This is an optimization exercise on Yosys and OpenROAD, whose aim is small area, not a production implementation.
In this exercise RTL edits were held to simulation tests only and were not proved equivalent to the original.
No activity file was given, so power comes from the tool's default toggle rates.

==> flow/design.v (outline; a module is shown in full before it is edited, if it fits) <==
// module quarterwave_table: 77 lines
// module quarterwave_generator: 43 lines
// module rca: 18 lines
// module csa3: 12 lines
// module sigma_delta_modulator: 25 lines
// module sched_rom: 36 lines
// module coef_rom: 52 lines
// module mac_unit: 775 lines
// module sd_dac_top: 91 lines
module sd_dac_top (
    input               clk,
    input               rst_n,
    input               tone_en,
    input        [31:0] phase_increment,
    input signed [15:0] sample_in,
    output              sample_strobe,
    output              output_pdm_p,
    output              output_pdm_n
);
  // ...
==> flow/flow/run.sh <==
#!/bin/bash
# The standard layout, with a different synthesis of the same RTL:
#  - the standard synthesis is run first, for the names and cell types of its registers;
#  - then the whole flow runs with flow/synth.tcl as the synthesis script (Yosys's quick ABC pass
#    skipped, registers renamed to the standard names) and with flow/abc_area.script, an
#    area-oriented ABC script, in a copy of ORFS's scripts (ABC_AREA=1 in config.mk selects it).
set -euo pipefail
W=$(pwd)
RES="$W/orfs/results/$FLOW_PLATFORM/sd_dac_top/base"

bash "$W/standard.sh" synth > "$W/standard_synth.log" 2>&1
python3 "$W/flow/regs.py" "$RES/1_2_yosys.v" > "$W/standard_regs.txt"
cp "$RES/1_2_yosys.v" "$W/standard_synth.v"
rm -rf "$W/orfs"

rm -rf "$W/scripts"
cp -r "$FLOW_HOME/scripts" "$W/scripts"
cp "$W/flow/abc_area.script" "$W/scripts/abc_area.script"
REF_REGS="$W/standard_regs.txt" bash "$W/standard.sh" SCRIPTS_DIR="$W/scripts" \
  SYNTH_SCRIPT="$W/flow/synth.tcl" finish > "$W/flow.log" 2>&1
==> flow/flow/abc_area.script <==
strash
dch -f
map -a
mfs2
strash
dch -f
map -a
topo
==> flow/flow/regs.py <==
# Lists the flip-flops of a mapped netlist: "base type name" per line (name without the leading
# backslash; base is the name without Yosys's cell-type suffix).
import re, sys
net = open(sys.argv[1]).read()
for typ, name in re.findall(r'^\s*(sky130_fd_sc_hd__\w*df\w*)\s+(\S+)\s*\(', net, re.M):
    if name.startswith('\\'):
        name = name[1:]
    base = re.sub(r'\$_[A-Z0-9_]+_$', '', name)
    print('{%s} %s {%s}' % (base, typ, name))
==> flow/flow/synth.tcl <==
# synth_recipe.tcl with two changes: Yosys's synth skips its quick ABC pass (-noabc), so that the
# adders are extracted from the logic as written, and the registers are then given the names the
# standard synthesis gives them (the enable polarity Yosys puts in a register's name can differ).
proc synth {args} { yosys synth -nofsm -noshare -noabc {*}$args }
source $::env(SCRIPTS_DIR)/synth.tcl
# left out here: clear keep_hierarchy, flatten, clean up, hide names made inside functions

# reference registers: lines "base type name" from the standard synthesis
set ref [dict create]
set f [open $::env(REF_REGS) r]
while {[gets $f line] >= 0} {
  if {[llength $line] != 3} { continue }
  lassign $line base type name
  dict set ref $base [list $type $name]
}
close $f
set top $::env(DESIGN_NAME)
set types [lsort -unique [lmap v [dict values $ref] {lindex $v 0}]]
set seen 0
set renames {}
foreach type $types {
  set l [yosys tee -q -s result.string select -list t:$type]
  foreach c [split [string trim $l] "\n"] {
    if {$c eq ""} { continue }
    set name [string range $c [expr {[string length $top] + 1}] end]
    regsub {\$_[A-Z0-9_]+_$} $name {} base
    if {![dict exists $ref $base]} { error "register $name has no counterpart in the standard synthesis" }
    lassign [dict get $ref $base] rtype rname
    if {$rtype ne $type} { error "register $name is a $type, the standard synthesis has a $rtype" }
    incr seen
    if {$name ne $rname} { lappend renames $name $rname }
  }
}
# every flip-flop cell must be one of the reference registers
set all [yosys tee -q -s result.string select -list t:sky130_fd_sc_hd__*df*]
set nall [llength [lsearch -all -inline -not [split [string trim $all] "\n"] ""]]
if {$seen != [dict size $ref] || $nall != $seen} { error "register count differs: $seen of [dict size $ref], $nall flip-flops" }
yosys cd $top
foreach {old new} $renames { yosys rename $old $new }
yosys cd
puts "registers renamed: [expr {[llength $renames] / 2}] of $seen"
# left out here: write 1_2_yosys.v
==> flow/standard.sh <==
#!/bin/bash
# synth_recipe.tcl (not shown) runs the flow's synth.tcl, then flattens the netlist and writes it again
# the make line also repeats each setting of config.mk as NAME=value (left out here)
make -C /OpenROAD-flow-scripts/flow DESIGN_CONFIG=/design/flow/config.mk WORK_HOME=/design/flow/orfs CLKGATE_MAP_FILE= SYNTH_SCRIPT=/design/flow/synth_recipe.tcl "${@:-finish}"
==> flow/config.mk <==
export PLATFORM = sky130hd
export DESIGN_NAME = sd_dac_top
export DESIGN_NICKNAME = sd_dac_top
export VERILOG_FILES = /design/flow/design.v
export SDC_FILE = /design/flow/constraint.sdc
export NUM_CORES = 8
export LEC_CHECK = 0
export ABC_AREA = 1
export CAP_MARGIN = 30
export CORE_MARGIN = 2
export CORE_UTILIZATION = 40
export CTS_BUF_LIST = sky130_fd_sc_hd__clkbuf_16
export CTS_CLUSTER_DIAMETER = 100
export CTS_CLUSTER_SIZE = 25
export GPL_TIMING_DRIVEN = 0
export SLEW_MARGIN = 30
==> flow/constraint.sdc <==
create_clock -name core_clock -period 15.0 [get_ports {clk}]
set_input_delay 3.0000 -clock core_clock [delete_from_list [all_inputs] [get_ports {clk}]]
set_output_delay 3.0000 -clock core_clock [all_outputs]
set_load 0.01 [all_outputs]
==> flow_summary_export.csv, run 1 <==
group,metric,value,unit
route,drt-met1-wl,58.86,mm
placed_design,io_buffers,53,
finish,fin_util,0.4477,
logic_synthesis,synth.area.top_cells,"dfxtp_1 (51%), fa_1 (15%), dfrtp_1 (4.9%), edfxtp_1 (4.5%), ha_1 (3.6%)",
worst_setup_path,crit_buf_inv,1,
timing,finalWorstSetupSlack,0.3573,ns
logic_synthesis,synth-seq-area-share,0.6017,
placed_design,place_inst,6295,
power,seq_power_share,0.625,
floorplanning,core,0.1353,mm2
power,pwr-share-comb,0.040,
finish,fin_area,0.06057,mm2
worst_setup_path,critPathRequiredTime,15.59,ns
route,vias,32070,
power,powerDensity,112.1,mW/mm2
route,wl_met2,58.08,mm
worst_setup_path,r2r_slack,2.22,ns
finish,inv_count,300,
floorplanning,die_w,373.0,um
clock_network,cts_setup_buffers,0,
hold_path,holdCritPathClass,"register to register",
job,drv_cap,0,
power,switching_share,0.2151,
logic_synthesis,synth_fa_ha_area_frac,0.1816,
finish,largestRegisters,"r1: 1072 flops, rm: 147 flops, rm2: 60 flops",
outcome,status,"timing/DRC/antenna clean",
timing,post-route-period-util,0.9762,
==> module quarterwave_table, before the edit <==
module quarterwave_table #(
    parameter QLUT_DEPTH = 8,
    parameter DATA_WIDTH = 16
)(
    input  wire        [QLUT_DEPTH-3:0] address,  
    output reg signed [DATA_WIDTH-1:0] value     
);
    always @* begin
         case(address)
            6'd0: value = 16'h192;
            6'd1: value = 16'h4B6;
            6'd2: value = 16'h7D9;
            6'd3: value = 16'hAFB;
            6'd4: value = 16'hE1B;
            6'd5: value = 16'h1139;
            6'd6: value = 16'h1455;
            6'd7: value = 16'h176D;
            6'd8: value = 16'h1A82;
            6'd9: value = 16'h1D93;
            6'd10: value = 16'h209F;
            6'd11: value = 16'h23A6;
            6'd12: value = 16'h26A7;
            6'd13: value = 16'h29A3;
            6'd14: value = 16'h2C98;
            6'd15: value = 16'h2F86;
            6'd16: value = 16'h326D;
            6'd17: value = 16'h354D;
            6'd18: value = 16'h3824;
            6'd19: value = 16'h3AF2;
            6'd20: value = 16'h3DB7;
            6'd21: value = 16'h4073;
            6'd22: value = 16'h4325;
            6'd23: value = 16'h45CC;
            6'd24: value = 16'h4869;
            6'd25: value = 16'h4AFA;
            6'd26: value = 16'h4D80;
            6'd27: value = 16'h4FFA;
            6'd28: value = 16'h5268;
            6'd29: value = 16'h54C9;
            6'd30: value = 16'h571D;
            6'd31: value = 16'h5963;
            6'd32: value = 16'h5B9C;
            6'd33: value = 16'h5DC6;
            6'd34: value = 16'h5FE2;
            6'd35: value = 16'h61F0;
            6'd36: value = 16'h63EE;
            6'd37: value = 16'h65DD;
            6'd38: value = 16'h67BC;
            6'd39: value = 16'h698B;
            6'd40: value = 16'h6B4A;
            6'd41: value = 16'h6CF8;
            6'd42: value = 16'h6E95;
            6'd43: value = 16'h7022;
            6'd44: value = 16'h719D;
            6'd45: value = 16'h7306;
            6'd46: value = 16'h745E;
            6'd47: value = 16'h75A4;
            6'd48: value = 16'h76D8;
            6'd49: value = 16'h77F9;
            6'd50: value = 16'h7908;
            6'd51: value = 16'h7A04;
            6'd52: value = 16'h7AEE;
            6'd53: value = 16'h7BC4;
            6'd54: value = 16'h7C88;
            6'd55: value = 16'h7D38;
            6'd56: value = 16'h7DD5;
            6'd57: value = 16'h7E5E;
            6'd58: value = 16'h7ED4;
            6'd59: value = 16'h7F37;
            6'd60: value = 16'h7F86;
            6'd61: value = 16'h7FC1;
            6'd62: value = 16'h7FE8;
            6'd63: value = 16'h7FFC;
            default: value = 16'd0;
        endcase
    end
endmodule
==> module sched_rom, before the edit <==
module sched_rom (
    input  wire [6:0]  N,
    output wire [7:0]  xs,      
    output wire        x8,      
    output wire [1:0]  ms,      
    output wire        mf,      
    output wire        mt,      
    output wire        m2s,     
    output wire        swap,    
    output wire        first,   
    output wire [5:0]  cidx     
);
    wire [127:0] onehot = 128'd1 << N;
    assign xs[0] = |(onehot & 128'h20020410c00001000200008308000000);
    assign xs[1] = |(onehot & 128'h0c180104000000000020002000000400);
    assign xs[2] = |(onehot & 128'h00000040208880610008080880000012);
    assign xs[3] = |(onehot & 128'h00008200006010880004000040000000);
    assign xs[4] = |(onehot & 128'h00000088000000000081060010000080);
    assign xs[5] = |(onehot & 128'h00c00020000002004500010000000000);
    assign xs[6] = |(onehot & 128'h10004000000004000040001000008000);
    assign xs[7] = |(onehot & 128'h80200000100040123002000005d22b68);
    assign x8 = |(onehot & 128'h00000002080000000000000000000000);
    assign ms[0] = |(onehot & 128'h42050540000000008000050000000000);
    assign ms[1] = |(onehot & 128'h000002a100102800000080b800081000);
    assign mf = |(onehot & 128'h000007e000000000000005b800000000);
    assign mt = |(onehot & 128'h42050001001028008000800000081000);
    assign m2s = |(onehot & 128'h01003800070700040810700420254005);
    assign swap = |(onehot & 128'hc48ec02f0939b80d94fe1e027871e80f);
    assign first = |(onehot & 128'h80800820001008000010100800080800);
    assign cidx[0] = |(onehot & 128'hac6c4553386a163833b307129410460b);
    assign cidx[1] = |(onehot & 128'h9da3d1bca2f5461dc9a693a408ddb02c);
    assign cidx[2] = |(onehot & 128'h32380ff08468188251ca45b8f0d221c2);
    assign cidx[3] = |(onehot & 128'he8e332a25b7c768694063aad5d241aae);
    assign cidx[4] = |(onehot & 128'h02cc1989164a5d5b80535b27a0427081);
    assign cidx[5] = |(onehot & 128'had12c256c80180003a80840801890070);
endmodule
==> module coef_rom, before the edit <==
module coef_rom (input wire [5:0] cidx, output reg [18:0] coef);
    always @* begin
        case (cidx)
            6'd1: coef = 19'sd22;
            6'd2: coef = -19'sd38;
            6'd3: coef = 19'sd69;
            6'd4: coef = -19'sd115;
            6'd5: coef = -19'sd183;
            6'd6: coef = 19'sd183;
            6'd7: coef = -19'sd278;
            6'd8: coef = 19'sd281;
            6'd9: coef = 19'sd408;
            6'd10: coef = 19'sd473;
            6'd11: coef = -19'sd581;
            6'd12: coef = 19'sd808;
            6'd13: coef = -19'sd1100;
            6'd14: coef = 19'sd1321;
            6'd15: coef = 19'sd1470;
            6'd16: coef = -19'sd1934;
            6'd17: coef = -19'sd2041;
            6'd18: coef = 19'sd2507;
            6'd19: coef = -19'sd3208;
            6'd20: coef = -19'sd3603;
            6'd21: coef = 19'sd4058;
            6'd22: coef = -19'sd5081;
            6'd23: coef = -19'sd5334;
            6'd24: coef = 19'sd6304;
            6'd25: coef = -19'sd7758;
            6'd26: coef = 19'sd8768;
            6'd27: coef = 19'sd9481;
            6'd28: coef = -19'sd11517;
            6'd29: coef = 19'sd13925;
            6'd30: coef = 19'sd16030;
            6'd31: coef = -19'sd16777;
            6'd32: coef = 19'sd20173;
            6'd33: coef = -19'sd24253;
            6'd34: coef = 19'sd28891;
            6'd35: coef = 19'sd29219;
            6'd36: coef = -19'sd35383;
            6'd37: coef = -19'sd42993;
            6'd38: coef = 19'sd43246;
            6'd39: coef = -19'sd53681;
            6'd40: coef = 19'sd68336;
            6'd41: coef = 19'sd83359;
            6'd42: coef = -19'sd90759;
            6'd43: coef = 19'sd130184;
            6'd44: coef = 19'sd162229;
            6'd45: coef = -19'sd220505;
            default: coef = 19'd0;
        endcase
    end
endmodule
==> run 2: changes to the inputs <==
--- a/flow/design.v
+++ b/flow/design.v
@@ -2,78 +2,10 @@
     parameter QLUT_DEPTH = 8,
     parameter DATA_WIDTH = 16
 )(
-    input  wire        [QLUT_DEPTH-3:0] address,  
-    output reg signed [DATA_WIDTH-1:0] value     
+    input  wire [QLUT_DEPTH-3:0] address,
+    output wire [DATA_WIDTH-1:0] value
 );
-    always @* begin
-         case(address)
-            6'd0: value = 16'h192;
-            6'd1: value = 16'h4B6;
-            6'd2: value = 16'h7D9;
-            6'd3: value = 16'hAFB;
-            6'd4: value = 16'hE1B;
-            6'd5: value = 16'h1139;
-            6'd6: value = 16'h1455;
-            6'd7: value = 16'h176D;
-            6'd8: value = 16'h1A82;
-            6'd9: value = 16'h1D93;
-            6'd10: value = 16'h209F;
-            6'd11: value = 16'h23A6;
-            6'd12: value = 16'h26A7;
-            6'd13: value = 16'h29A3;
-            6'd14: value = 16'h2C98;
-            6'd15: value = 16'h2F86;
-            6'd16: value = 16'h326D;
-            6'd17: value = 16'h354D;
-            6'd18: value = 16'h3824;
-            6'd19: value = 16'h3AF2;
-            6'd20: value = 16'h3DB7;
-            6'd21: value = 16'h4073;
-            6'd22: value = 16'h4325;
-            6'd23: value = 16'h45CC;
-            6'd24: value = 16'h4869;
-            6'd25: value = 16'h4AFA;
-            6'd26: value = 16'h4D80;
-            6'd27: value = 16'h4FFA;
-            6'd28: value = 16'h5268;
-            6'd29: value = 16'h54C9;
-            6'd30: value = 16'h571D;
-            6'd31: value = 16'h5963;
-            6'd32: value = 16'h5B9C;
-            6'd33: value = 16'h5DC6;
-            6'd34: value = 16'h5FE2;
-            6'd35: value = 16'h61F0;
-            6'd36: value = 16'h63EE;
-            6'd37: value = 16'h65DD;
-            6'd38: value = 16'h67BC;
-            6'd39: value = 16'h698B;
-            6'd40: value = 16'h6B4A;
-            6'd41: value = 16'h6CF8;
-            6'd42: value = 16'h6E95;
-            6'd43: value = 16'h7022;
-            6'd44: value = 16'h719D;
-            6'd45: value = 16'h7306;
-            6'd46: value = 16'h745E;
-            6'd47: value = 16'h75A4;
-            6'd48: value = 16'h76D8;
-            6'd49: value = 16'h77F9;
-            6'd50: value = 16'h7908;
-            6'd51: value = 16'h7A04;
-            6'd52: value = 16'h7AEE;
-            6'd53: value = 16'h7BC4;
-            6'd54: value = 16'h7C88;
-            6'd55: value = 16'h7D38;
-            6'd56: value = 16'h7DD5;
-            6'd57: value = 16'h7E5E;
-            6'd58: value = 16'h7ED4;
-            6'd59: value = 16'h7F37;
-            6'd60: value = 16'h7F86;
-            6'd61: value = 16'h7FC1;
-            6'd62: value = 16'h7FE8;
-            6'd63: value = 16'h7FFC;
-            default: value = 16'd0;
-        endcase
-    end
+    assign value = (address[5] ? (address[4] ? (address[3] ? (address[2] ? (address[1] ? (address[0] ? 16'h7ffc : 16'h7fe8) : (address[0] ? 16'h7fc1 : 16'h7f86)) : (address[1] ? (address[0] ? 16'h7f37 : 16'h7ed4) : (address[0] ? 16'h7e5e : 16'h7dd5))) : (address[2] ? (address[1] ? (address[0] ? 16'h7d38 : 16'h7c88) : (address[0] ? 16'h7bc4 : 16'h7aee)) : (address[1] ? (address[0] ? 16'h7a04 : 16'h7908) : (address[0] ? 16'h77f9 : 16'h76d8)))) : (address[3] ? (address[2] ? (address[1] ? (address[0] ? 16'h75a4 : 16'h745e) : (address[0] ? 16'h7306 : 16'h719d)) : (address[1] ? (address[0] ? 16'h7022 : 16'h6e95) : (address[0] ? 16'h6cf8 : 16'h6b4a))) : (address[2] ? (address[1] ? (address[0] ? 16'h698b : 16'h67bc) : (address[0] ? 16'h65dd : 16'h63ee)) : (address[1] ? (address[0] ? 16'h61f0 : 16'h5fe2) : (address[0] ? 16'h5dc6 : 16'h5b9c))))) : (address[4] ? (address[3] ? (address[2] ? (address[1] ? (address[0] ? 16'h5963 : 16'h571d) : (address[0] ? 16'h54c9 : 16'h5268)) : (address[1] ? (address[0] ? 16'h4ffa : 16'h4d80) : (address[0] ? 16'h4afa : 16'h4869))) : (address[2] ? (address[1] ? (address[0] ? 16'h45cc : 16'h4325) : (address[0] ? 16'h4073 : 16'h3db7)) : (address[1] ? (address[0] ? 16'h3af2 : 16'h3824) : (address[0] ? 16'h354d : 16'h326d)))) : (address[3] ? (address[2] ? (address[1] ? (address[0] ? 16'h2f86 : 16'h2c98) : (address[0] ? 16'h29a3 : 16'h26a7)) : (address[1] ? (address[0] ? 16'h23a6 : 16'h209f) : (address[0] ? 16'h1d93 : 16'h1a82))) : (address[2] ? (address[1] ? (address[0] ? 16'h176d : 16'h1455) : (address[0] ? 16'h1139 : 16'he1b)) : (address[1] ? (address[0] ? 16'hafb : 16'h7d9) : (address[0] ? 16'h4b6 : 16'h192))))));
 endmodule
 module quarterwave_generator (
     input  wire        clk,
@@ -185,81 +117,12 @@
     output wire        first,   
     output wire [5:0]  cidx     
 );
-    wire [127:0] onehot = 128'd1 << N;
-    assign xs[0] = |(onehot & 128'h20020410c00001000200008308000000);
-    assign xs[1] = |(onehot & 128'h0c180104000000000020002000000400);
-    assign xs[2] = |(onehot & 128'h00000040208880610008080880000012);
-    assign xs[3] = |(onehot & 128'h00008200006010880004000040000000);
-    assign xs[4] = |(onehot & 128'h00000088000000000081060010000080);
-    assign xs[5] = |(onehot & 128'h00c00020000002004500010000000000);
-    assign xs[6] = |(onehot & 128'h10004000000004000040001000008000);
-    assign xs[7] = |(onehot & 128'h80200000100040123002000005d22b68);
-    assign x8 = |(onehot & 128'h00000002080000000000000000000000);
-    assign ms[0] = |(onehot & 128'h42050540000000008000050000000000);
-    assign ms[1] = |(onehot & 128'h000002a100102800000080b800081000);
-    assign mf = |(onehot & 128'h000007e000000000000005b800000000);
-    assign mt = |(onehot & 128'h42050001001028008000800000081000);
-    assign m2s = |(onehot & 128'h01003800070700040810700420254005);
-    assign swap = |(onehot & 128'hc48ec02f0939b80d94fe1e027871e80f);
-    assign first = |(onehot & 128'h80800820001008000010100800080800);
-    assign cidx[0] = |(onehot & 128'hac6c4553386a163833b307129410460b);
-    assign cidx[1] = |(onehot & 128'h9da3d1bca2f5461dc9a693a408ddb02c);
-    assign cidx[2] = |(onehot & 128'h32380ff08468188251ca45b8f0d221c2);
-    assign cidx[3] = |(onehot & 128'he8e332a25b7c768694063aad5d241aae);
-    assign cidx[4] = |(onehot & 128'h02cc1989164a5d5b80535b27a0427081);
-    assign cidx[5] = |(onehot & 128'had12c256c80180003a80840801890070);
+    wire [21:0] ctl;
+    assign ctl = (N[6] ? (N[5] ? (N[4] ? (N[3] ? (N[2] ? (N[1] ? (N[0] ? 22'h2bc080 : 22'h85200) : (N[0] ? 22'h2d0001 : 22'h60040)) : (N[1] ? (N[0] ? 22'h2b0002 : 22'h234002) : (N[0] ? 22'h141200 : 22'h222000))) : (N[2] ? (N[1] ? (N[0] ? 22'h1ac020 : 22'h190020) : (N[0] ? 22'hf0080 : 22'h240002)) : (N[1] ? (N[0] ? 22'h154002 : 22'h115200) : (N[0] ? 22'h2a4001 : 22'ha1200)))) : (N[3] ? (N[2] ? (N[1] ? (N[0] ? 22'h224008 : 22'h234040) : (N[0] ? 22'h82000 : 22'h1a2000)) : (N[1] ? (N[0] ? 22'h14a000 : 22'h50a01) : (N[0] ? 22'h2c0c08 : 22'h170a02))) : (N[2] ? (N[1] ? (N[0] ? 22'h1e0c10 : 22'h250a04) : (N[0] ? 22'hecc20 : 22'h270001)) : (N[1] ? (N[0] ? 22'h124010 : 22'h224002) : (N[0] ? 22'h294100 : 22'h115400))))) : (N[4] ? (N[3] ? (N[2] ? (N[1] ? (N[0] ? 22'h260001 : 22'h280001) : (N[0] ? 22'h30004 : 22'h190080)) : (N[1] ? (N[0] ? 22'h294100 : 22'h142000) : (N[0] ? 22'h1a2000 : 22'h86000))) : (N[2] ? (N[1] ? (N[0] ? 22'h20004 : 22'h1f0008) : (N[0] ? 22'hf4008 : 22'had400)) : (N[1] ? (N[0] ? 22'h1d4004 : 22'ha2000) : (N[0] ? 22'h112000 : 22'h226000)))) : (N[3] ? (N[2] ? (N[1] ? (N[0] ? 22'h204004 : 22'h1a0080) : (N[0] ? 22'h85400 : 22'h1d4008)) : (N[1] ? (N[0] ? 22'h14d400 : 22'h1b0040) : (N[0] ? 22'hb0020 : 22'h100001))) : (N[2] ? (N[1] ? (N[0] ? 22'hc0008 : 22'h100004) : (N[0] ? 22'h10004 : 22'h130080)) : (N[1] ? (N[0] ? 22'h134008 : 22'ha6000) : (N[0] ? 22'h1c0080 : 22'h124004)))))) : (N[5] ? (N[4] ? (N[3] ? (N[2] ? (N[1] ? (N[0] ? 22'h1a5200 : 22'h60020) : (N[0] ? 22'h210080 : 22'h2d4080)) : (N[1] ? (N[0] ? 22'h222000 : 22'h84020) : (N[0] ? 22'h210001 : 22'h70020))) : (N[2] ? (N[1] ? (N[0] ? 22'h274010 : 22'h144040) : (N[0] ? 22'h34002 : 22'h11e000)) : (N[1] ? (N[0] ? 22'h44004 : 22'ha4008) : (N[0] ? 22'h1f4080 : 22'h110010)))) : (N[3] ? (N[2] ? (N[1] ? (N[0] ? 22'h221400 : 22'h142000) : (N[0] ? 22'h82000 : 22'h1ae000)) : (N[1] ? (N[0] ? 22'h184004 : 22'h254a10) : (N[0] ? 22'h1b4010 : 22'h170a20))) : (N[2] ? (N[1] ? (N[0] ? 22'he0c01 : 22'h0) : (N[0] ? 22'h1e0c02 : 22'h50c40)) : (N[1] ? (N[0] ? 22'h2c8c04 : 22'h1a2000) : (N[0] ? 22'h114001 : 22'h180001))))) : (N[4] ? (N[3] ? (N[2] ? (N[1] ? (N[0] ? 22'h150004 : 22'hc4008) : (N[0] ? 22'h146000 : 22'hd4010)) : (N[1] ? (N[0] ? 22'ha4001 : 22'h90080) : (N[0] ? 22'h0 : 22'h280080))) : (N[2] ? (N[1] ? (N[0] ? 22'h260080 : 22'h164080) : (N[0] ? 22'h86000 : 22'h74080)) : (N[1] ? (N[0] ? 22'h229400 : 22'ha2000) : (N[0] ? 22'h140080 : 22'h226000)))) : (N[3] ? (N[2] ? (N[1] ? (N[0] ? 22'h24040 : 22'h116000) : (N[0] ? 22'h164080 : 22'h1a1400)) : (N[1] ? (N[0] ? 22'h8c080 : 22'h10002) : (N[0] ? 22'h90080 : 22'h40080))) : (N[2] ? (N[1] ? (N[0] ? 22'h1c0010 : 22'h240080) : (N[0] ? 22'h2a0080 : 22'h200004)) : (N[1] ? (N[0] ? 22'hb4080 : 22'ha6000) : (N[0] ? 22'hd4004 : 22'h116000)))))));
+    assign {cidx[5], cidx[4], cidx[3], cidx[2], cidx[1], cidx[0], first, swap, m2s, mt, mf, ms[1], ms[0], x8, xs[7], xs[6], xs[5], xs[4], xs[3], xs[2], xs[1], xs[0]} = ctl;
 endmodule
-module coef_rom (input wire [5:0] cidx, output reg [18:0] coef);
-    always @* begin
-        case (cidx)
-            6'd1: coef = 19'sd22;
-            6'd2: coef = -19'sd38;
-            6'd3: coef = 19'sd69;
-            6'd4: coef = -19'sd115;
-            6'd5: coef = -19'sd183;
-            6'd6: coef = 19'sd183;
-            6'd7: coef = -19'sd278;
-            6'd8: coef = 19'sd281;
-            6'd9: coef = 19'sd408;
-            6'd10: coef = 19'sd473;
-            6'd11: coef = -19'sd581;
-            6'd12: coef = 19'sd808;
-            6'd13: coef = -19'sd1100;
-            6'd14: coef = 19'sd1321;
-            6'd15: coef = 19'sd1470;
-            6'd16: coef = -19'sd1934;
-            6'd17: coef = -19'sd2041;
-            6'd18: coef = 19'sd2507;
-            6'd19: coef = -19'sd3208;
-            6'd20: coef = -19'sd3603;
-            6'd21: coef = 19'sd4058;
-            6'd22: coef = -19'sd5081;
-            6'd23: coef = -19'sd5334;
-            6'd24: coef = 19'sd6304;
-            6'd25: coef = -19'sd7758;
-            6'd26: coef = 19'sd8768;
-            6'd27: coef = 19'sd9481;
-            6'd28: coef = -19'sd11517;
-            6'd29: coef = 19'sd13925;
-            6'd30: coef = 19'sd16030;
-            6'd31: coef = -19'sd16777;
-            6'd32: coef = 19'sd20173;
-            6'd33: coef = -19'sd24253;
-            6'd34: coef = 19'sd28891;
-            6'd35: coef = 19'sd29219;
-            6'd36: coef = -19'sd35383;
-            6'd37: coef = -19'sd42993;
-            6'd38: coef = 19'sd43246;
-            6'd39: coef = -19'sd53681;
-            6'd40: coef = 19'sd68336;
-            6'd41: coef = 19'sd83359;
-            6'd42: coef = -19'sd90759;
-            6'd43: coef = 19'sd130184;
-            6'd44: coef = 19'sd162229;
-            6'd45: coef = -19'sd220505;
-            default: coef = 19'd0;
-        endcase
-    end
+module coef_rom (input wire [5:0] cidx, output wire [18:0] coef);
+    assign coef = (cidx[5] ? (cidx[4] ? 19'h0 : (cidx[3] ? (cidx[2] ? (cidx[1] ? 19'h0 : (cidx[0] ? 19'h4a2a7 : 19'h279b5)) : (cidx[1] ? (cidx[0] ? 19'h1fc88 : 19'h69d79) : (cidx[0] ? 19'h1459f : 19'h10af0))) : (cidx[2] ? (cidx[1] ? (cidx[0] ? 19'h72e4f : 19'ha8ee) : (cidx[0] ? 19'h7580f : 19'h775c9)) : (cidx[1] ? (cidx[0] ? 19'h7223 : 19'h70db) : (cidx[0] ? 19'h7a143 : 19'h4ecd))))) : (cidx[4] ? (cidx[3] ? (cidx[2] ? (cidx[1] ? (cidx[0] ? 19'h7be77 : 19'h3e9e) : (cidx[0] ? 19'h3665 : 19'h7d303)) : (cidx[1] ? (cidx[0] ? 19'h2509 : 19'h2240) : (cidx[0] ? 19'h7e1b2 : 19'h18a0))) : (cidx[2] ? (cidx[1] ? (cidx[0] ? 19'h7eb2a : 19'h7ec27) : (cidx[0] ? 19'hfda : 19'h7f1ed)) : (cidx[1] ? (cidx[0] ? 19'h7f378 : 19'h9cb) : (cidx[0] ? 19'h7f807 : 19'h7f872)))) : (cidx[3] ? (cidx[2] ? (cidx[1] ? (cidx[0] ? 19'h5be : 19'h529) : (cidx[0] ? 19'h7fbb4 : 19'h328)) : (cidx[1] ? (cidx[0] ? 19'h7fdbb : 19'h1d9) : (cidx[0] ? 19'h198 : 19'h119))) : (cidx[2] ? (cidx[1] ? (cidx[0] ? 19'h7feea : 19'hb7) : (cidx[0] ? 19'h7ff49 : 19'h7ff8d)) : (cidx[1] ? (cidx[0] ? 19'h45 : 19'h7ffda) : (cidx[0] ? 19'h16 : 19'h0))))));
 endmodule
 module mac_unit (
     input  wire        clk,
--- a/flow/flow/run.sh
+++ b/flow/flow/run.sh
@@ -17,4 +17,4 @@
 cp -r "$FLOW_HOME/scripts" "$W/scripts"
 cp "$W/flow/abc_area.script" "$W/scripts/abc_area.script"
 REF_REGS="$W/standard_regs.txt" bash "$W/standard.sh" SCRIPTS_DIR="$W/scripts" \
-  SYNTH_SCRIPT="$W/flow/synth.tcl" finish > "$W/flow.log" 2>&1
+  SYNTH_SCRIPT="$W/flow/synth.tcl" BUFFER_PORTS_ARGS="-buffer_cell sky130_fd_sc_hd__buf_1" finish > "$W/flow.log" 2>&1
==> flow/config.mk (replaced) <==
export PLATFORM = sky130hd
export DESIGN_NAME = sd_dac_top
export DESIGN_NICKNAME = sd_dac_top
export VERILOG_FILES = /design/flow/design.v
export SDC_FILE = /design/flow/constraint.sdc
export NUM_CORES = 8
export LEC_CHECK = 0
export ABC_AREA = 1
export CAP_MARGIN = 10
export CORE_MARGIN = 2
export CORE_UTILIZATION = 50
export CTS_BUF_LIST = sky130_fd_sc_hd__clkbuf_8
export CTS_CLUSTER_DIAMETER = 100
export CTS_CLUSTER_SIZE = 15
export GPL_TIMING_DRIVEN = 0
export SLEW_MARGIN = 10
==> run 2 against run 1 <==
Clock skew grew 0.013 ns; core utilization rose by 10 points; non-clock buffer count down 2; synthesized cell count down 4.4%; fmax is 0.77% higher; die area shrank 21%; critical path depth is the same; design area fell by 3.5%; first-iteration DRC count decreased by 8.8%; final cell count decreased by 8.3%; flip-flop and latch count down 28; critical endpoint is now nco.phase_accumulator[31]; highest routed layer is now met4.
==> flow_summary_export.csv, run 2 <==
group,metric,value,unit
timing,tightest_slew,1.270,ns
logic_synthesis,synth-seq-cells,1541,
logic_synthesis,syn_area,0.05369,mm2
clock_network,worstSkewPairLatency,0.80,ns
clock_network,h-tree-depth,3,
logic_synthesis,synthesis.nets,4828,
placed_design,dp_hpwl,84.36,mm
finish,area_growth,8.832,%
power,ir_worst_vdd,0.1053,mV
global_route,busiest_layer,"met2",
outcome,status,"timing/DRC/antenna clean",
floorplanning,die_h,331.7,um
timing,finalWorstSetupSlack,0.4688,ns
logic_synthesis,synthDistinctLibCells,45,
worst_setup_path,path_class,"primary input to register",
logic_synthesis,synth_edf_count,82,
route,drt-vias-per-instance,5.311,
finish,layout-drive-gt1-share,0.05889,
logic_synthesis,synth-seq-area-share,0.5999,
power,p_leak,23.90,nW
global_route,grt_antenna_before_repair,5,
clock_network,cts_sinks,1541,
power,powerDensity,109.5,mW/mm2
clock_network,cts_tree,"done",
timing,clock.fmax,68.82,MHz
worst_setup_path,endpoint_kind,"register",
logic_synthesis,synthCells,4225,
worst_setup_path,arrival,15.26,ns
finish,layout_common_cells,"dfxtp_1 (1350), fa_1 (375), nor2_1 (328)",
clock_network,holdBufCountCts,0,
clock_network,cts_buffer_depth,3,
finish,fin_util,0.5474,
finish,largest_register_ffs,1072,
hold_path,holdCritPathClass,"register to register",
floorplanning,num_io_pins,54,
logic_synthesis,syn_avg_cell_area,12.71,um2
logic_synthesis,synth_top_flop_cell,"dfxtp_1",
timing,layout_min_cycle_time,14.53,ns
logic_synthesis,post-synth-top-count-cell,"dfxtp_1",
logic_synthesis,yosys.area.top_type,"dfxtp_1",
global_route,grt_start_max_net_pins,51,
placed_design,place_inst,5720,
job,drv_cap,0,
worst_setup_path,r2r_slack,1.10,ns
timing,finalHoldViolations,0,
floorplanning,core,0.1068,mm2
clock_network,cts_setup_buffers,0,
finish,stdcell_count,5874,
clock_network,root_buffer,"clkbuf_8",
finish,n_fill_cell,9113,
global_route,grt.overflow.total,0,
worst_setup_path,worst_path_max_delay_cell,"fa_1",
global_route,grt_pass1_vias,32350,
route,vias,31200,
timing,finalClockSkew,0.06011,ns
finish,nets,5037,
finish,layout.cells.most_common,"dfxtp_1",
floorplanning,initial_utilization,0.5029,
timing,post-route-period-util,0.9688,
placed_design,gp_congestion,0.9300,
worst_setup_path,slowest_delay,0.43,ns
global_route,grt_pass1_wl,189.7,mm
route,ant_nets,0,
timing,hold_ws,0.2895,ns
worst_setup_path,critPathRequiredTime,15.73,ns
worst_setup_path,start_kind,"primary input",
worst_setup_path,critPathMaxFanout,4,
worst_setup_path,path_delay_family,"adder cells",
logic_synthesis,yosys_warnings,4,
floorplanning,dieArea,0.1100,mm2
route,firstDrtPassIters,6,
finish,regMostFlops,"r1",
finish,largestRegisters,"r1: 1072 flops, rm: 147 flops, rm2: 60 flops",
logic_synthesis,synth.area.top_cells,"dfxtp_1 (50%), fa_1 (15%), dfrtp_1 (4.9%), edfxtp_1 (4.6%), xor2_1 (4.0%)",
route,drtIter0Drc,2520,
global_route,met3_usage,0.03013,
placed_design,io_buffers,53,
worst_setup_path,cpMostUsedCell,"fa_2",
timing,setup_viol,0,
clock_network,numCtsBuffers,114,
logic_synthesis,synth_common_cells,"dfxtp_1 (1352), fa_1 (397), nor2_1 (342), clkinv_1 (315), nand2_1 (259)",
route,totalWireLength,119.8,mm
timing,rsz0062_at_grt,"no",
logic_synthesis,yosysTopAreaCellShare,0.5041,
route,drcViolationCount,0,
timing,final_max_slew_viol_count,0,
clock_network,ctsResizeCount,0,
placed_design,pre_cts_slack,-0.3914,ns
clock_network,cts.clk_slew.worst_paths,0.10,ns
global_route,grt.met2_usage,0.3473,
floorplanning,row_count,120,
worst_setup_path,crit_buf_inv,1,
global_route,grt_util_met1,0.3182,
timing,slew_headroom,0.1499,
route,post_drt_wl_per_cell,20.39,um
global_route,grt_use_total,0.2214,
logic_synthesis,synth-async-reset-ratio,0.06944,
floorplanning,die_w,331.7,um
-- run 2: cell type report --
class | instances | area (um2) | area share
Multi-Input combinational cell | 2368 | 20530 | 0.3513
Buffer | 1 | 3.754 | 0.00006424
Timing Repair Buffer | 93 | 934.6 | 0.01600
Antenna cell | 5 | 12.51 | 0.0002141
Clock inverter | 32 | 201.4 | 0.003448
Clock buffer | 116 | 1597 | 0.02732
Tap cell | 1403 | 1755 | 0.03004
Sequential cell | 1541 | 32210 | 0.5513
Inverter | 315 | 1186 | 0.02030
-- run 2: cell families (layout without fill, tap and decap cells) --
family	count (synthesis)	after routing	share of synthesized area
AOI/OAI and AO/OA	813	813	0.09133
DFF	1541	1541	0.5999
and+or+nand+nor	702	702	0.05204
buffers and inverters	316	557	0.02209
other	1	6	0.00006985
xor gates and xnor gates	267	267	0.04356
adders and majority gates	552	552	0.1842
muxes	33	33	0.006875
-- run 2: per-stage QoR --
stage,area [um2],setup TNS (ns),power [W]
2_1_floorplan,53740,0,0.004467
3_3_place_gp,55700,-1.480,0.004526
3_5_place_dp,56610,-0.5940,0.004545
4_1_cts,58410,0,0.006483
5_1_grt,58420,0,0.006680
6_report,58430,0,0.006399
-- run 2: power by group --
group,switching (W),internal (W)
Combinational,0.000139,0.000133
Clock,0.00125,0.000714
Sequential,0.0000164,0.00415
-- run 2: layer usage --
layer,up-vias,share of wire
met2,900,0.45
met1,15480,0.47
met5,-,0
li1,14590,-
met3,226,0.048
met4,0,0.030
-- run 2: final timing paths --
| check | start | to | depth (start not counted) |
|---|---|---|---|
| min reg2reg | rm[91] | rm[112] | 0 |
| max reg2reg | cidx_r[3] | mac.acc[19] | 29 |
| max in group asynchronous | rst_n | clr | 3 |
| min | rm[91] | rm[112] | 0 |
| max | phase_increment[0] | nco.phase_accumulator[31] | 36 |
| min in group asynchronous | rst_n | nco.phase_accumulator[8] | 1 |
-- run 2: worst register-to-register path: cells and delay by family (launching register included) --
family | cells | cell delay [ns]
buffers and inverters | 1 | 0.64
adder cells (fa/ha/maj) | 20 | 9.32
flip-flops | 1 | 0.77
AO/OA/AOI/OAI | 4 | 1.23
XOR/XNOR | 1 | 0.22
AND/OR/NAND/NOR | 3 | 1.59
==> run 3: changes to the inputs <==
--- a/flow/config.mk
+++ b/flow/config.mk
@@ -8,7 +8,7 @@
 export ABC_AREA = 1
 export CAP_MARGIN = 10
 export CORE_MARGIN = 2
-export CORE_UTILIZATION = 50
+export CORE_UTILIZATION = 40
 export CTS_BUF_LIST = sky130_fd_sc_hd__clkbuf_8
 export CTS_CLUSTER_DIAMETER = 100
 export CTS_CLUSTER_SIZE = 15
==> run 3 against run 2 <==
Combinational power shrank 5%; clock-buffer cell count is 1 lower; routed wire length down 2.2%; still clean on timing, DRC and antenna; flip-flop and latch count unchanged; critical endpoint unchanged; register-to-register slack improved by 0.33 ns; clock skew shrank 0.0058 ns; critical path depth stayed put; highest routed layer is now met5; non-clock buffer count fell by 1.
==> flow_summary_export.csv, run 3 <==
group,metric,value,unit
timing,layout_min_cycle_time,14.54,ns
finish,regMostFlops,"r1",
worst_setup_path,path_delay_family,"adder cells",
finish,stdcell_count,6232,
logic_synthesis,synthCells,4225,
logic_synthesis,synth-seq-area-share,0.5999,
worst_setup_path,reg2reg_depth,35,
route,drt-met1-wl,54.16,mm
worst_setup_path,critPathRequiredTime,15.76,ns
global_route,grt_use_total,0.1746,
logic_synthesis,synth_common_cells,"dfxtp_1 (1352), fa_1 (397), nor2_1 (342), clkinv_1 (315), nand2_1 (259)",
power,power,0.006399,W
placed_design,io_buffers,53,
worst_setup_path,endpoint_kind,"register",
worst_setup_path,critPathMaxFanout,4,
finish,layout_common_cells,"dfxtp_1 (1350), fa_1 (375), nor2_1 (328)",
finish,nets,5036,
outcome,status,"timing/DRC/antenna clean",
route,wl_met2,53.56,mm
finish,largest_register_ffs,1072,
hold_path,hold_start,"r1[308]",
clock_network,worstSkewPairLatency,0.83,ns
clock_network,ctsResizeCount,0,
route,drcViolationCount,0,
logic_synthesis,synthDistinctLibCells,45,
logic_synthesis,yosys_warnings,4,
timing,finalHoldViolations,0,
timing,tightest_slew,1.306,ns
worst_setup_path,start_kind,"primary input",
logic_synthesis,syn_area,0.05369,mm2
finish,layout-drive-gt1-share,0.05896,
timing,timing.setup.tns,0,ns
finish,layout.cells.most_common,"dfxtp_1",
clock_network,cts.clk_slew.worst_paths,0.10,ns
logic_synthesis,synth-seq-cells,1541,
route,routed-wl-met3,5.888,mm
route,drt-vias-per-instance,5.006,
worst_setup_path,r2r_slack,1.43,ns
route,ant_nets,0,
logic_synthesis,post-synth-top-count-cell,"dfxtp_1",
floorplanning,row_count,134,
route,totalWireLength,117.1,mm
placed_design,place_inst,6085,
global_route,grt_pass1_wl,187.7,mm
route,post_drt_wl_per_cell,18.79,um
power,p_leak,23.88,nW
timing,finalClockSkew,0.05428,ns
job,drv_cap,0,
logic_synthesis,synth_edf_count,82,
clock_network,numCtsBuffers,114,
route,highest_layer,"met5",
clock_network,h-tree-depth,3,
clock_network,cts_sinks,1541,
clock_network,root_buffer,"clkbuf_8",
logic_synthesis,synth.area.top_cells,"dfxtp_1 (50%), fa_1 (15%), dfrtp_1 (4.9%), edfxtp_1 (4.6%), xor2_1 (4.0%)",
route,firstDrtPassIters,6,
power,powerDensity,108.7,mW/mm2
placed_design,dp_hpwl,82.94,mm
timing,slew_headroom,0.1258,
global_route,grt.overflow.total,0,
logic_synthesis,yosys.area.top_type,"dfxtp_1",
route,drtIter0Drc,2437,
timing,final_max_slew_viol_count,0,
hold_path,hold_depth,0,
timing,rsz0062_at_grt,"no",
logic_synthesis,synth-async-reset-ratio,0.06944,
worst_setup_path,worstReg2RegEnd,"dat[20]",
timing,setup_viol,0,
worst_setup_path,path_class,"primary input to register",
clock_network,holdBufCountCts,0,
clock_network,cts_setup_buffers,0,
logic_synthesis,syn_avg_cell_area,12.71,um2
floorplanning,num_io_pins,54,
timing,post-route-period-util,0.9690,
global_route,grt_start_max_net_pins,51,
logic_synthesis,yosysTopAreaCellShare,0.5041,
timing,hold_ws,0.2893,ns
floorplanning,die_h,370.4,um
clock_network,cts_tree,"done",
worst_setup_path,slowest_delay,0.43,ns
floorplanning,die_w,370.4,um
hold_path,min_to,"r1[324]",
finish,largestRegisters,"r1: 1072 flops, rm: 147 flops, rm2: 60 flops",
route,vias,31200,
hold_path,holdCritPathClass,"register to register",
global_route,grt_antenna_before_repair,3,
placed_design,gp_congestion,0.9031,
worst_setup_path,r2r_start,"N[1]",
floorplanning,initial_utilization,0.4028,
logic_synthesis,synthesis.nets,4828,
global_route,grt_pass1_vias,32410,
worst_setup_path,arrival,15.30,ns
floorplanning,dieArea,0.1372,mm2
floorplanning,core,0.1333,mm2
worst_setup_path,worst_path_max_delay_cell,"fa_1",
finish,area_growth,9.636,%
worst_setup_path,crit_buf_inv,1,
clock_network,cts_buffer_depth,3,
logic_synthesis,synth_top_flop_cell,"dfxtp_1",
power,ir_worst_vdd,0.1162,mV
timing,clock.fmax,68.80,MHz
worst_setup_path,cpMostUsedCell,"fa_2",
## run 3: per-stage QoR
stage          worst slack, ns  utilization  area, um2
2_1_floorplan          0.03824            -      53740
6_report                0.4650       0.4416      58860
5_1_grt                 0.1420       0.4416      58860
3_5_place_dp           -0.4699       0.4279      57040
3_3_place_gp           -0.7054       0.4213      56160
4_1_cts                 0.4596       0.4415      58850
## run 3: worst max-delay path by stage
stage | startpoint | endpoint | slack (ns) | depth (start not counted)
2_1_floorplan | phase_increment[0] | nco.phase_accumulator[31] | 0.04 | 35
3_3_place_gp | swap_r | mac.acc[19] | -0.71 | 24
3_5_place_dp | phase_increment[0] | nco.phase_accumulator[31] | -0.47 | 36
4_1_cts | phase_increment[0] | nco.phase_accumulator[31] | 0.46 | 36
5_1_grt | phase_increment[0] | nco.phase_accumulator[31] | 0.14 | 36
6_report | phase_increment[0] | nco.phase_accumulator[31] | 0.46 | 36
## run 3: power breakdown
group | total [W] | switching, W | leakage (nW) | internal (W)
clock network | 0.00197 | 0.00124 | 1.00 | 0.000726
registers | 0.00417 | 0.0000166 | 13.0 | 0.00415
logic | 0.000259 | 0.000132 | 9.90 | 0.000127
## run 3: cell type report
class | count | area, um2
antenna | 3 | 7.507
buffer | 1 | 3.754
clock buffer | 115 | 1583
clock inverter | 29 | 230.2
fill | 12370 | 74430
inverter | 315 | 1186
multi-input combinational | 2368 | 20510
sequential | 1541 | 32210
tap | 1768 | 2212
timing repair buffer | 92 | 922.1
## run 3: logic make-up (layout without fill, tap and decap cells)
logic type	Yosys count	after routing	share of synthesized area
AO/OA/AOI/OAI	813	813	0.09133
XOR/XNOR	267	267	0.04356
adder cells (fa/ha/maj)	552	552	0.1842
buffers and inverters	316	552	0.02209
flip-flops	1541	1541	0.5999
multiplexers	33	33	0.006875
other	1	4	0.00006985
AND/OR/NAND/NOR	702	702	0.05204
## run 3: routing by layer
metal,global-route usage,up-vias
met5,0,-
met2,0.2758,876
met1,0.2458,15510
met3,0.02728,209
met4,0.05605,2
li1,-,14600
==> run 4: changes to the inputs <==
--- a/flow/config.mk
+++ b/flow/config.mk
@@ -8,9 +8,9 @@
 export ABC_AREA = 1
 export CAP_MARGIN = 10
 export CORE_MARGIN = 2
-export CORE_UTILIZATION = 40
-export CTS_BUF_LIST = sky130_fd_sc_hd__clkbuf_8
+export CORE_UTILIZATION = 50
+export CTS_BUF_LIST = sky130_fd_sc_hd__clkbuf_8 sky130_fd_sc_hd__clkbuf_16
 export CTS_CLUSTER_DIAMETER = 100
-export CTS_CLUSTER_SIZE = 15
+export CTS_CLUSTER_SIZE = 20
 export GPL_TIMING_DRIVEN = 0
 export SLEW_MARGIN = 10
==> run 4 against run 3 <==
Still clean; first-iteration DRC count increased by 4.1%; core utilization increased by 11 points; flip-flop and latch count unchanged; global-route usage increased by 4.7 points; register-to-register slack got worse by 0.35 ns; clock-buffer cell count decreased by 22; worst setup slack got worse by 0.089 ns; routed wire length increased by 2.0%; fmax decreased by 0.61%; synthesized cell count unchanged; combinational power increased by 5%; total power increased by 7.7%; highest routed layer is now met4.
==> flow_summary_export.csv, run 4 <==
group,metric,value,unit
outcome,status,"timing/DRC/antenna clean",
global_route,grt_pass1_wl,189.5,mm
route,drt-vias-per-instance,5.322,
worst_setup_path,critPathRequiredTime,15.62,ns
logic_synthesis,synthDistinctLibCells,45,
worst_setup_path,slowest_delay,0.44,ns
power,power,0.006889,W
hold_path,min_to,"rm[112]",
logic_synthesis,synth_common_cells,"dfxtp_1 (1352), fa_1 (397), nor2_1 (342), clkinv_1 (315), nand2_1 (259)",
route,drtIter0Drc,2536,
worst_setup_path,reg2reg_depth,29,
placed_design,gp_congestion,0.9300,
finish,layout-drive-gt1-share,0.05523,
global_route,grt_antenna_before_repair,7,
logic_synthesis,synth_edf_count,82,
logic_synthesis,synthCells,4225,
hold_path,hold_start,"rm[91]",
clock_network,numCtsBuffers,90,
timing,clock.fmax,68.38,MHz
logic_synthesis,syn_avg_cell_area,12.71,um2
clock_network,ctsResizeCount,0,
hold_path,hold_depth,0,
placed_design,dpl_cell_area,0.05661,mm2
clock_network,h-tree-depth,3,
power,seq_power_share,0.605,
route,ant_nets,0,
power,powerDensity,116.3,mW/mm2
logic_synthesis,yosys_warnings,4,
worst_setup_path,endpoint_kind,"register",
route,post_drt_wl_per_cell,20.46,um
power,p_leak,24.20,nW
clock_network,cts_buffer_depth,3,
power,pwr-share-clk,0.355,
worst_setup_path,r2r_start,"cidx_r[3]",
finish,nets,5013,
global_route,grt_use_total,0.2211,
worst_setup_path,start_kind,"primary input",
logic_synthesis,synth.area.top_cells,"dfxtp_1 (50%), fa_1 (15%), dfrtp_1 (4.9%), edfxtp_1 (4.6%), xor2_1 (4.0%)",
finish,regMostFlops,"r1",
logic_synthesis,synth-seq-area-share,0.5999,
power,pwr-share-comb,0.040,
placed_design,io_buffers,53,
floorplanning,dieArea,0.1100,mm2
floorplanning,initial_utilization,0.5029,
clock_network,worstSkewPairLatency,0.70,ns
power,switching_share,0.2139,
clock_network,root_buffer,"clkbuf_16",
finish,layout_common_cells,"dfxtp_1 (1350), fa_1 (375), nor2_1 (328)",
timing,slew_headroom,0.1318,
timing,finalClockSkew,0.05810,ns
hold_path,holdCritPathClass,"register to register",
worst_setup_path,critPathMaxFanout,4,
floorplanning,num_io_pins,54,
worst_setup_path,r2r_slack,1.08,ns
worst_setup_path,arrival,15.25,ns
route,drcViolationCount,0,
route,vias,31080,
logic_synthesis,post-synth-top-count-cell,"dfxtp_1",
clock_network,cts_setup_buffers,0,
power,p_int,0.005416,W
finish,n_fill_cell,8975,
floorplanning,die_w,331.7,um
worst_setup_path,worstReg2RegEnd,"mac.acc[19]",
floorplanning,die_h,331.7,um
clock_network,cts_tree,"done",
logic_synthesis,yosys.area.top_type,"dfxtp_1",
timing,layout_min_cycle_time,14.62,ns
clock_network,cts.clk_slew.worst_paths,0.09,ns
logic_synthesis,synth-seq-cells,1541,
finish,fin_area,0.05925,mm2
worst_setup_path,path_class,"primary input to register",
power,ir_worst_vdd,0.1112,mV
finish,layout.cells.most_common,"dfxtp_1",
floorplanning,row_count,120,
clock_network,holdBufCountCts,0,
logic_synthesis,synth_top_flop_cell,"dfxtp_1",
worst_setup_path,worst_path_max_delay_cell,"fa_1",
route,totalWireLength,119.5,mm
timing,rsz0062_at_grt,"no",
timing,setup_viol,0,
clock_network,cts_sinks,1541,
logic_synthesis,syn_area,0.05369,mm2
logic_synthesis,yosysTopAreaCellShare,0.5041,
logic_synthesis,synthesis.nets,4828,
worst_setup_path,cpMostUsedCell,"fa_2",
timing,tightest_slew,1.298,ns
floorplanning,core,0.1068,mm2
finish,largestRegisters,"r1: 1072 flops, rm: 147 flops, rm2: 60 flops",
finish,area_growth,10.37,%
logic_synthesis,synth-async-reset-ratio,0.06944,
power,power_switching,0.001474,W
finish,largest_register_ffs,1072,
timing,finalHoldViolations,0,
route,firstDrtPassIters,8,
global_route,grt.overflow.total,0,
placed_design,dp_hpwl,84.36,mm
timing,post-route-period-util,0.9749,
global_route,grt_pass1_vias,32210,
global_route,grt_start_max_net_pins,51,
job,drv_cap,0,
timing,final_max_slew_viol_count,0,
## run 4: changes by cell type in the layout (fill, tap and decap cells not counted), sizes merged
cell and change:
buf +1, clkbuf -22, inv -9, diode -2, bufinv -1, clkinv +6
## run 4: worst max-delay path, delay by kind of cell
kind            cells  cell delay, ns
compound gates      1            0.07
xor+xnor            1            0.15
fa+ha+maj          30           11.43
buf+inv             1            0.07
simple gates        3            0.48
## run 4: cell type report
cell class	instances	area [um2]	area share
Sequential cell	1541	32210	0.5436
Multi-Input combinational cell	2368	20530	0.3464
Tap cell	1403	1755	0.02963
Inverter	315	1186	0.02002
Clock inverter	25	315.3	0.005321
Timing Repair Buffer	93	934.6	0.01577
Antenna cell	1	2.502	0.00004223
Buffer	1	3.754	0.00006335
Clock buffer	93	2316	0.03909
## run 4: kinds of logic (layout without fill, tap and decap cells)
| kind of cell | after synthesis | after routing | share of synthesized area |
|---|---|---|---|
| DFF | 1541 | 1541 | 0.5999 |
| AOI/OAI and AO/OA | 813 | 813 | 0.09133 |
| and+or+nand+nor | 702 | 702 | 0.05204 |
| adders and majority gates | 552 | 552 | 0.1842 |
| buffers and inverters | 316 | 527 | 0.02209 |
| xor gates and xnor gates | 267 | 267 | 0.04356 |
| muxes | 33 | 33 | 0.006875 |
| other | 1 | 2 | 0.00006985 |
## run 4: power by group through the flow
| stage | combinational [W] | sequential, W | clock, W |
|---|---|---|---|
| final | 0.000273 | 0.00417 | 0.00245 |
| after global routing | 0.000329 | 0.00417 | 0.00268 |
| after CTS | 0.000282 | 0.00417 | 0.00253 |
| after detailed placement | 0.000281 | 0.00426 | 0 |
| after global placement | 0.000262 | 0.00426 | 0 |
| after floorplan | 0.000207 | 0.00426 | 0 |
## run 4: how the worst max path moves through the flow
| stage | start | end | slack [ns] | cells past startpoint |
|---|---|---|---|---|
| after global routing | phase_increment[0] | nco.phase_accumulator[31] | 0.01 | 36 |
| final | phase_increment[0] | nco.phase_accumulator[31] | 0.38 | 36 |
| after global placement | swap_r | mac.acc[19] | -0.53 | 24 |
| after floorplan | phase_increment[0] | nco.phase_accumulator[31] | 0.04 | 35 |
| after CTS | phase_increment[0] | nco.phase_accumulator[31] | 0.34 | 36 |
| after detailed placement | phase_increment[0] | nco.phase_accumulator[31] | -0.39 | 36 |
## run 4: metal layers
layer | GRT usage | up-vias | routed length (um)
met2 | 0.3479 | 867 | 53990
li1 | - | 14540 | -
met5 | 0 | - | 0
met1 | 0.3188 | 15450 | 55870
met3 | 0.03030 | 221 | 5834
met4 | 0.06878 | 0 | 3775
## run 4: stage by stage
| step | instances | TNS [ns] | util | hold slack, ns | setup WS, ns |
|---|---|---|---|---|---|
| 2_1_floorplan | 4225 | 0 | - | 0.3096 | 0.03824 |
| 3_3_place_gp | 5681 | -1.480 | 0.5218 | 0.3095 | -0.5269 |
| 3_5_place_dp | 5720 | -0.5940 | 0.5303 | 0.3121 | -0.3914 |
| 4_1_cts | 5838 | 0 | 0.5550 | 0.2799 | 0.3373 |
| 5_1_grt | 5839 | 0 | 0.5550 | 0.2750 | 0.01216 |
| 6_report | 5840 | 0 | 0.5551 | 0.2835 | 0.3759 |
==> run 5: changes to the inputs <==
--- a/flow/flow/run.sh
+++ b/flow/flow/run.sh
@@ -3,7 +3,9 @@
 #  - the standard synthesis is run first, for the names and cell types of its registers;
 #  - then the whole flow runs with flow/synth.tcl as the synthesis script (Yosys's quick ABC pass
 #    skipped, registers renamed to the standard names) and with flow/abc_area.script, an
-#    area-oriented ABC script, in a copy of ORFS's scripts (ABC_AREA=1 in config.mk selects it).
+#    area-oriented ABC script, in a copy of ORFS's scripts (ABC_AREA=1 in config.mk selects it);
+#  - the input and output ports are buffered with sky130_fd_sc_hd__buf_1.
+# Each step's full output: standard_synth.log, flow.log, and ORFS's logs under orfs/logs.
 set -euo pipefail
 W=$(pwd)
 RES="$W/orfs/results/$FLOW_PLATFORM/sd_dac_top/base"
==> flow/config.mk (replaced) <==
export PLATFORM = sky130hd
export DESIGN_NAME = sd_dac_top
export DESIGN_NICKNAME = sd_dac_top
export VERILOG_FILES = /design/flow/design.v
export SDC_FILE = /design/flow/constraint.sdc
export NUM_CORES = 8
export LEC_CHECK = 0
export ABC_AREA = 1
export CAP_MARGIN = 10
export CORE_MARGIN = 2
export CORE_UTILIZATION = 40
export CTS_BUF_LIST = sky130_fd_sc_hd__clkbuf_8
export CTS_CLUSTER_DIAMETER = 60
export CTS_CLUSTER_SIZE = 15
export GPL_TIMING_DRIVEN = 0
export SLEW_MARGIN = 10
==> run 5 against run 4 <==
First-iteration DRC count decreased by 6.2%; fmax increased by 0.78%; design area rose by 0.17%; core utilization down 11 points; synthesized cell count stayed put; sequential share of layout area shrank 0.093 points; combinational power down 5%; flip-flop and latch count is the same; total power is 3.7% lower; routed wire length fell by 1.9%; worst setup slack better by 0.11 ns; sequential power about the same; critical endpoint unchanged.
==> flow_summary_export.csv, run 5 <==
group,metric,value,unit
outcome,status,"timing/DRC/antenna clean",
clock_network,numCtsBuffers,131,
floorplanning,core,0.1333,mm2
logic_synthesis,syn_area,0.05369,mm2
global_route,grt_antenna_before_repair,3,
logic_synthesis,synth_top_flop_cell,"dfxtp_1",
logic_synthesis,yosys.area.top_type,"dfxtp_1",
timing,timing.setup.tns,0,ns
floorplanning,dieArea,0.1372,mm2
clock_network,cts.clk_slew.worst_paths,0.09,ns
logic_synthesis,synthDistinctLibCells,45,
hold_path,hold_depth,0,
timing,hold_ws,0.3056,ns
global_route,grt_pass1_wl,188.0,mm
finish,largest_register_ffs,1072,
finish,fin_area,0.05936,mm2
clock_network,h-tree-depth,4,
placed_design,dp_hpwl,82.94,mm
clock_network,cts_tree,"done",
route,ant_nets,0,
clock_network,worstSkewPairLatency,0.87,ns
worst_setup_path,cpMostUsedCell,"fa_2",
clock_network,cts_sinks,1541,
power,powerDensity,111.8,mW/mm2
worst_setup_path,arrival,15.30,ns
global_route,grt.overflow.total,0,
floorplanning,die_w,370.4,um
route,post_drt_wl_per_cell,18.70,um
timing,layout_min_cycle_time,14.51,ns
logic_synthesis,synthCells,4225,
placed_design,io_buffers,53,
hold_path,min_to,"r1[1032]",
route,drcViolationCount,0,
global_route,grt_use_total,0.1758,
finish,layout_common_cells,"dfxtp_1 (1350), fa_1 (375), nor2_1 (329)",
power,power_switching,0.001482,W
route,drtIter0Drc,2379,
placed_design,dpl_cell_area,0.05704,mm2
timing,clock.fmax,68.91,MHz
power,switching_share,0.2233,
timing,slew_headroom,0.1716,
timing,setup_viol,0,
clock_network,cts_setup_buffers,0,
worst_setup_path,r2r_slack,1.53,ns
clock_network,ctsResizeCount,0,
route,totalWireLength,117.2,mm
logic_synthesis,post-synth-top-count-cell,"dfxtp_1",
worst_setup_path,worstReg2RegEnd,"mac.acc[19]",
power,power,0.006637,W
finish,nets,5055,
worst_setup_path,critPathRequiredTime,15.78,ns
worst_setup_path,start_kind,"primary input",
logic_synthesis,synth-async-reset-ratio,0.06944,
logic_synthesis,synth-seq-area-share,0.5999,
timing,rsz0062_at_grt,"no",
route,firstDrtPassIters,6,
power,pwr-share-comb,0.039,
logic_synthesis,synth_edf_count,82,
clock_network,root_buffer,"clkbuf_8",
finish,n_fill_cell,12360,
global_route,grt_start_max_net_pins,51,
clock_network,cts_buffer_depth,3,
job,drv_cap,0,
floorplanning,num_io_pins,54,
power,ir_worst_vdd,0.1044,mV
finish,area_growth,10.55,%
logic_synthesis,yosys_warnings,4,
hold_path,hold_start,"r1[1016]",
power,p_leak,24.08,nW
route,vias,31340,
logic_synthesis,synthesis.nets,4828,
hold_path,holdCritPathClass,"register to register",
timing,finalHoldViolations,0,
worst_setup_path,worst_path_max_delay_cell,"fa_1",
power,pwr-share-clk,0.333,
clock_network,holdBufCountCts,0,
worst_setup_path,slowest_delay,0.43,ns
floorplanning,die_h,370.4,um
worst_setup_path,r2r_start,"cidx_r[0]",
power,p_int,0.005155,W
floorplanning,initial_utilization,0.4028,
logic_synthesis,synth_common_cells,"dfxtp_1 (1352), fa_1 (397), nor2_1 (342), clkinv_1 (315), nand2_1 (259)",
logic_synthesis,syn_avg_cell_area,12.71,um2
worst_setup_path,path_class,"primary input to register",
logic_synthesis,synth.area.top_cells,"dfxtp_1 (50%), fa_1 (15%), dfrtp_1 (4.9%), edfxtp_1 (4.6%), xor2_1 (4.0%)",
floorplanning,row_count,134,
timing,finalClockSkew,0.05910,ns
route,drt-vias-per-instance,5.001,
timing,tightest_slew,1.238,ns
logic_synthesis,yosysTopAreaCellShare,0.5041,
worst_setup_path,endpoint_kind,"register",
logic_synthesis,synth-seq-cells,1541,
finish,regMostFlops,"r1",
finish,largestRegisters,"r1: 1072 flops, rm: 147 flops, rm2: 60 flops",
finish,layout-drive-gt1-share,0.06827,
global_route,grt_pass1_vias,32550,
worst_setup_path,critPathMaxFanout,4,
timing,post-route-period-util,0.9674,
placed_design,gp_congestion,0.9031,
worst_setup_path,reg2reg_depth,31,
timing,final_max_slew_viol_count,0,
finish,layout.cells.most_common,"dfxtp_1",
power,seq_power_share,0.628,
run 5: worst max-delay path by stage:
stage,endpoint,slack (ns),from
final,nco.phase_accumulator[31],0.49,phase_increment[0]
after global routing,nco.phase_accumulator[31],0.16,phase_increment[0]
after CTS,nco.phase_accumulator[31],0.50,phase_increment[0]
after detailed placement,nco.phase_accumulator[31],-0.47,phase_increment[0]
after global placement,mac.acc[19],-0.71,swap_r
after floorplan,nco.phase_accumulator[31],0.04,phase_increment[0]
run 5: metrics by stage:
step | cells | worst slack (ns) | utilization
final | 6267 | 0.4885 | 0.4453
after global placement | 6046 | -0.7054 | 0.4213
after floorplan | 4225 | 0.03824 | -
after global routing | 6266 | 0.1601 | 0.4453
after detailed placement | 6085 | -0.4699 | 0.4279
after CTS | 6263 | 0.5019 | 0.4451
run 5: cells by family (layout without fill, tap and decap cells):
| group | Yosys count | count (layout) | share of synthesized area |
|---|---|---|---|
| AO/OA/AOI/OAI | 813 | 813 | 0.09133 |
| AND/OR/NAND/NOR | 702 | 702 | 0.05204 |
| flip-flops | 1541 | 1541 | 0.5999 |
| buffers and inverters | 316 | 588 | 0.02209 |
| XOR/XNOR | 267 | 267 | 0.04356 |
| adder cells (fa/ha/maj) | 552 | 552 | 0.1842 |
| multiplexers | 33 | 33 | 0.006875 |
| other | 1 | 3 | 0.00006985 |
run 5: routing by layer:
layer / track usage / part of all wire
met5: 0 / 0.00011
met2: 0.2738 / 0.45
met4: 0.06809 / 0.035
met1: 0.2452 / 0.46
met3: 0.02918 / 0.050
run 5: critical path, delay by kind of cell:
| family | cells | cell delay (ns) |
|---|---|---|
| adder cells (fa/ha/maj) | 30 | 11.45 |
| AND/OR/NAND/NOR | 3 | 0.51 |
| XOR/XNOR | 1 | 0.16 |
| buffers and inverters | 1 | 0.08 |
| AO/OA/AOI/OAI | 1 | 0.08 |
run 5: power groups by stage:
| stage | Combinational [W] | Sequential (W) | Clock, W |
|---|---|---|---|
| after CTS | 0.000270 | 0.00417 | 0.00231 |
| after global placement | 0.000252 | 0.00426 | 0 |
| after detailed placement | 0.000277 | 0.00426 | 0 |
| after floorplan | 0.000207 | 0.00426 | 0 |
| final | 0.000259 | 0.00417 | 0.00221 |
| after global routing | 0.000321 | 0.00417 | 0.00247 |
run 5: area by class of cell:
type                            instances  area, um2  share of cell area
Tap cell                             1768       2212             0.03727
Clock inverter                         44      444.2            0.007483
Buffer                                  1      3.754          0.00006324
Antenna cell                            2      5.005          0.00008432
Clock buffer                          134       1844             0.03107
Multi-Input combinational cell       2368      20500              0.3454
Inverter                              315       1186             0.01998
Timing Repair Buffer                   94      944.7             0.01592
Sequential cell                      1541      32210              0.5427

==> separate check: timing with driven ports <==
No port has a modelled driver above. Below, the same layouts with a new extraction and two added sets of constraints. Step 1, drivers: a clkbuf_16 drives clk and a buf_2 each remaining input, both assumed. Step 2 also shifts input and output timing later by t, the mid clock arrival at the registers, as if the neighbouring blocks saw the same clock. Slacks: no drivers / after step 1 / after step 2; pairs: no drivers / after step 1.
run | shift t [ns] | slack for setup (ns) | worst setup path after step 2
run 1 | 0.762 | 0.357 / 0.392 / -0.370 | input to register
run 2 | 0.838 | 0.469 / 0.512 / -0.326 | input to register
run 3 | 0.871 | 0.465 / 0.506 / -0.366 | input to register
run 4 | 0.740 | 0.376 / 0.425 / -0.315 | input to register
run 5 | 0.903 | 0.489 / 0.532 / -0.371 | input to register
With both steps, setup timing fails in every run listed, where it was met with ideal ports. For run 5, which loses most, drivers alone change the setup slack by +0.043 ns; drivers and shift together by -0.860 ns.
